Background: an optimization exercise with open tools, aiming at small area and a short achievable clock period. Do not read the settings as production practice. Function was checked by simulation only, so behaviour that the tests miss may differ from the original. Power is estimated from default activity; no workload was simulated.

==> inputs of 09-03 <==
## RVPLIC
module RVPLIC (
  input      [31:0]   io_sb_SBaddress,
  input               io_sb_SBvalid,
  input      [31:0]   io_sb_SBwdata,
  input               io_sb_SBwrite,
  input      [3:0]    io_sb_SBsize,
  output              io_sb_SBready,
  output     [31:0]   io_sb_SBrdata,
  input               io_sel,
  output              io_irq_pending,
  input               io_has_pending_irq_0,
  input               io_has_pending_irq_1,
  input               io_has_pending_irq_2,
  input               io_has_pending_irq_3,
  input               io_has_pending_irq_4,
  input               io_has_pending_irq_5,
  input               io_has_pending_irq_6,
  input               io_has_pending_irq_7,
  input               io_has_pending_irq_8,
  input               io_has_pending_irq_9,
  input               io_has_pending_irq_10,
  input               io_has_pending_irq_11,
  input               io_has_pending_irq_12,
  input               io_has_pending_irq_13,
  input               io_has_pending_irq_14,
  input               io_has_pending_irq_15,
  input               io_has_pending_irq_16,
  input               io_has_pending_irq_17,
  input               io_has_pending_irq_18,
  input               io_has_pending_irq_19,
  input               io_has_pending_irq_20,
  input               io_has_pending_irq_21,
  input               io_has_pending_irq_22,
  input               io_has_pending_irq_23,
  input               io_has_pending_irq_24,
  input               io_has_pending_irq_25,
  input               io_has_pending_irq_26,
  input               io_has_pending_irq_27,
  input               io_has_pending_irq_28,
  input               io_has_pending_irq_29,
  input               io_has_pending_irq_30,
  input               io_has_pending_irq_31,
  input               io_has_pending_irq_32,
  input               io_has_pending_irq_33,
  input               io_has_pending_irq_34,
  input               io_has_pending_irq_35,
  input               io_has_pending_irq_36,
  input               io_has_pending_irq_37,
  input               io_has_pending_irq_38,
  input               io_has_pending_irq_39,
  input               io_has_pending_irq_40,
  input               io_has_pending_irq_41,
  input               io_has_pending_irq_42,
  input               io_has_pending_irq_43,
  input               io_has_pending_irq_44,
  input               io_has_pending_irq_45,
  input               io_has_pending_irq_46,
  input               io_has_pending_irq_47,
  input               io_has_pending_irq_48,
  input               io_has_pending_irq_49,
  input               io_has_pending_irq_50,
  input               io_has_pending_irq_51,
  input               io_has_pending_irq_52,
  input               clk,
  input               reset
);
export LEC_CHECK = 0
export CAP_MARGIN = 20
export CORE_MARGIN = 2
export CORE_UTILIZATION = 65
export SLEW_MARGIN = 20
export SYNTH_HIERARCHICAL = 1
create_clock -name core_clock -period 80.0 [get_ports {clk}]
standard.sh (not shown) runs the stock make flow with config.mk's settings and CLKGATE_MAP_FILE= SYNTH_SCRIPT=/design/flow/synth_recipe.tcl, a recipe that flattens the netlist after the stock synthesis.
==> flow/flow/run.sh <==
#!/bin/bash
# Own layout flow: the standard flow (standard.sh), with
#  - logic cells of the synthesized netlist set to their smallest drive strength
#    (registers untouched; the resizer upsizes again where slew or load needs it),
#  - port buffers of type buf_2 instead of the resizer's default pick,
#  - clock tree of clkbuf_8 with sink clusters of at most 16 and no dummy loads,
#  - repair_timing asked for a setup margin of 62.2 ns.
set -euo pipefail
cd "$(dirname "$0")/.."
R=orfs/results/${FLOW_PLATFORM}/RVPLIC/base
bash standard.sh "$PWD/$R/1_2_yosys.v" > synth.log 2>&1
cp "$R/1_2_yosys.v" yosys_orig.v
bash flow/downsize.sh "$R/1_2_yosys.v" > downsize.log 2>&1
export BUFFER_PORTS_ARGS="-buffer_cell sky130_fd_sc_hd__buf_2"
export CTS_ARGS="-sink_clustering_enable -repair_clock_nets -dont_use_dummy_load -buf_list sky130_fd_sc_hd__clkbuf_8 -sink_clustering_size 16 -sink_clustering_max_diameter 60"
export SETUP_SLACK_MARGIN=62.2
bash standard.sh finish > layout.log 2>&1
==> flow/flow/downsize.sh <==
#!/bin/bash
# Replace sky130_fd_sc_hd__<logic>_{2,4} cells by their _1 variant when one exists.
set -euo pipefail
f=$1
for c in a21oi a22oi a222oi nor4 nor3 nor2 nand4 nand3 nand2 maj3 a22o o21ai and2 and3 and4 or2 or3 or4 inv a21o o21a a211oi a31oi o211ai a221oi o221ai a32oi a2111oi nor4b nand4b nand2b nor2b o22ai mux2i a21boi o21bai; do
  sed -i -E "s/\bsky130_fd_sc_hd__${c}_[248]\b/sky130_fd_sc_hd__${c}_1/g" "$f"
done
grep -c "sky130_fd_sc_hd__" "$f"
==> inputs of 10-04, as changes to 09-03 <==
==> flow/flow/run.sh (replaced) <==
#!/bin/bash
# Own layout flow: the standard flow (standard.sh), with
#  - logic cells of the synthesized netlist set to their smallest drive strength
#    (registers untouched; the resizer upsizes again where slew or load needs it),
#  - port buffers of type buf_2 instead of the resizer's default pick,
#  - clock tree of clkbuf_16 with sink clusters of at most 20 and no dummy loads,
#  - repair_timing asked for a setup margin of 61.6 ns.
set -euo pipefail
cd "$(dirname "$0")/.."
R=orfs/results/${FLOW_PLATFORM}/RVPLIC/base
bash standard.sh "$PWD/$R/1_2_yosys.v" > synth.log 2>&1
cp "$R/1_2_yosys.v" yosys_orig.v
bash flow/downsize.sh "$R/1_2_yosys.v" > downsize.log 2>&1
export BUFFER_PORTS_ARGS="-buffer_cell sky130_fd_sc_hd__buf_2"
export CTS_ARGS="-sink_clustering_enable -repair_clock_nets -dont_use_dummy_load -buf_list sky130_fd_sc_hd__clkbuf_16 -sink_clustering_size 20 -sink_clustering_max_diameter 60"
export SETUP_SLACK_MARGIN=61.6
bash standard.sh finish > layout.log 2>&1
- CORE_UTILIZATION: 65 -> 40
==> notes <==
- 09-03 produced a clean layout. 10-04 produced a clean layout.
- Die area: 10-04 is higher than 09-03 (about 60%).
- Between 10-04 and 09-03, the lower utilization is in 10-04 (gap 28 points).
- Between 09-03 and 10-04, the lower clock-buffer cell count is in 09-03 (gap 8).
- In 10-04 the via count is lower than in 09-03, by 5.4%.
- Sequential power is about the same in 10-04 and 09-03.
- In 09-03 the non-clock buffer count is lower than in 10-04, by 9.
- Between 09-03 and 10-04, the lower fmax is in 10-04 (gap 2.5%, measured against 10-04).
- Synthesized area is the same in 09-03 and 10-04.
- In 10-04 the critical path depth is higher than in 09-03, by 1.
- Of 09-03 and 10-04, 09-03 has the higher clock skew (gap 0.023 ns).
- Of 09-03 and 10-04, 10-04 has the higher clock power (gap 41%, measured against 10-04).
==> figures <==
quantity                                                                  09-03                    10-04
Run status                                              complete, no violations  complete, no violations
Multi-Input Combinational                                                  1416                     1413
Switching Fraction                                                        0.248                    0.237
Standard-cell rows                                                           59                       75
Power in combinational cells                                            15.0 uW                  14.4 uW
Multi-input combinational cell area                                    9440 um2                 9200 um2
Layout-to-synthesis area ratio                                           1.137x                   1.165x
Num CTS Buffers                                                              26                       34
Logic gate share of total power                                           0.061                    0.047
Number of global-route vias before repair                                 17200                    16800
Minimum setup slack after placement                                    61.02 ns                 60.40 ns
Core region area                                                      26000 um2                42100 um2
Top metal layer carrying routed signals                                    met4                     met5
Proportion of layout cells with a drive suffix above 1                    0.160                    0.152
Met2 wire length                                                        30.3 mm                  33.6 mm
All-layer global routing usage                                            0.521                    0.358
Placed Area                                                           18800 um2                19000 um2
Cell-internal power                                                      187 uW                   232 uW
Detail Route met3 WL                                                    13.2 mm                  9.84 mm
Sequential share of cell area                                             0.393                    0.384
CTS HTree Levels                                                              1                        2
Initial DRT Pass Iterations                                                  12                       13
Critical path arrival                                                  18.41 ns                 18.77 ns

==> afterwards: timing with drivers on the ports <==
Ports are ideal in the flow. The routed layouts listed here were re-timed in OpenROAD.
Step 1 sets driving cells, clkbuf_16 on the clock port and buf_2 on the other inputs (assumed; they add their load-dependent delay and slew).
Step 2 times the ports against the registers' clock, not the clock port: input delays grow and output delays shrink by t, the midpoint of the rising clock arrivals with the driver on.
a / b / c = no drivers / after step 1 / after step 2; a / b = the first two.
| run | t (ns) | slack for setup (ns) | worst hold slack (ns) | cell pins on the clock port's net |
|---|---|---|---|---|
| 09-03 | 0.637 | 62.121 / 62.136 / 61.500 | 0.516 / 0.516 / 0.516 | 1 |
| 10-04 | 0.595 | 61.682 / 61.716 / 61.121 | 0.505 / 0.505 / 0.505 | 1 |
After both steps setup and hold are still met in every run listed. The setup slack of 09-03, which loses most, moves by +0.015 ns with the drivers and by -0.621 ns with both steps.
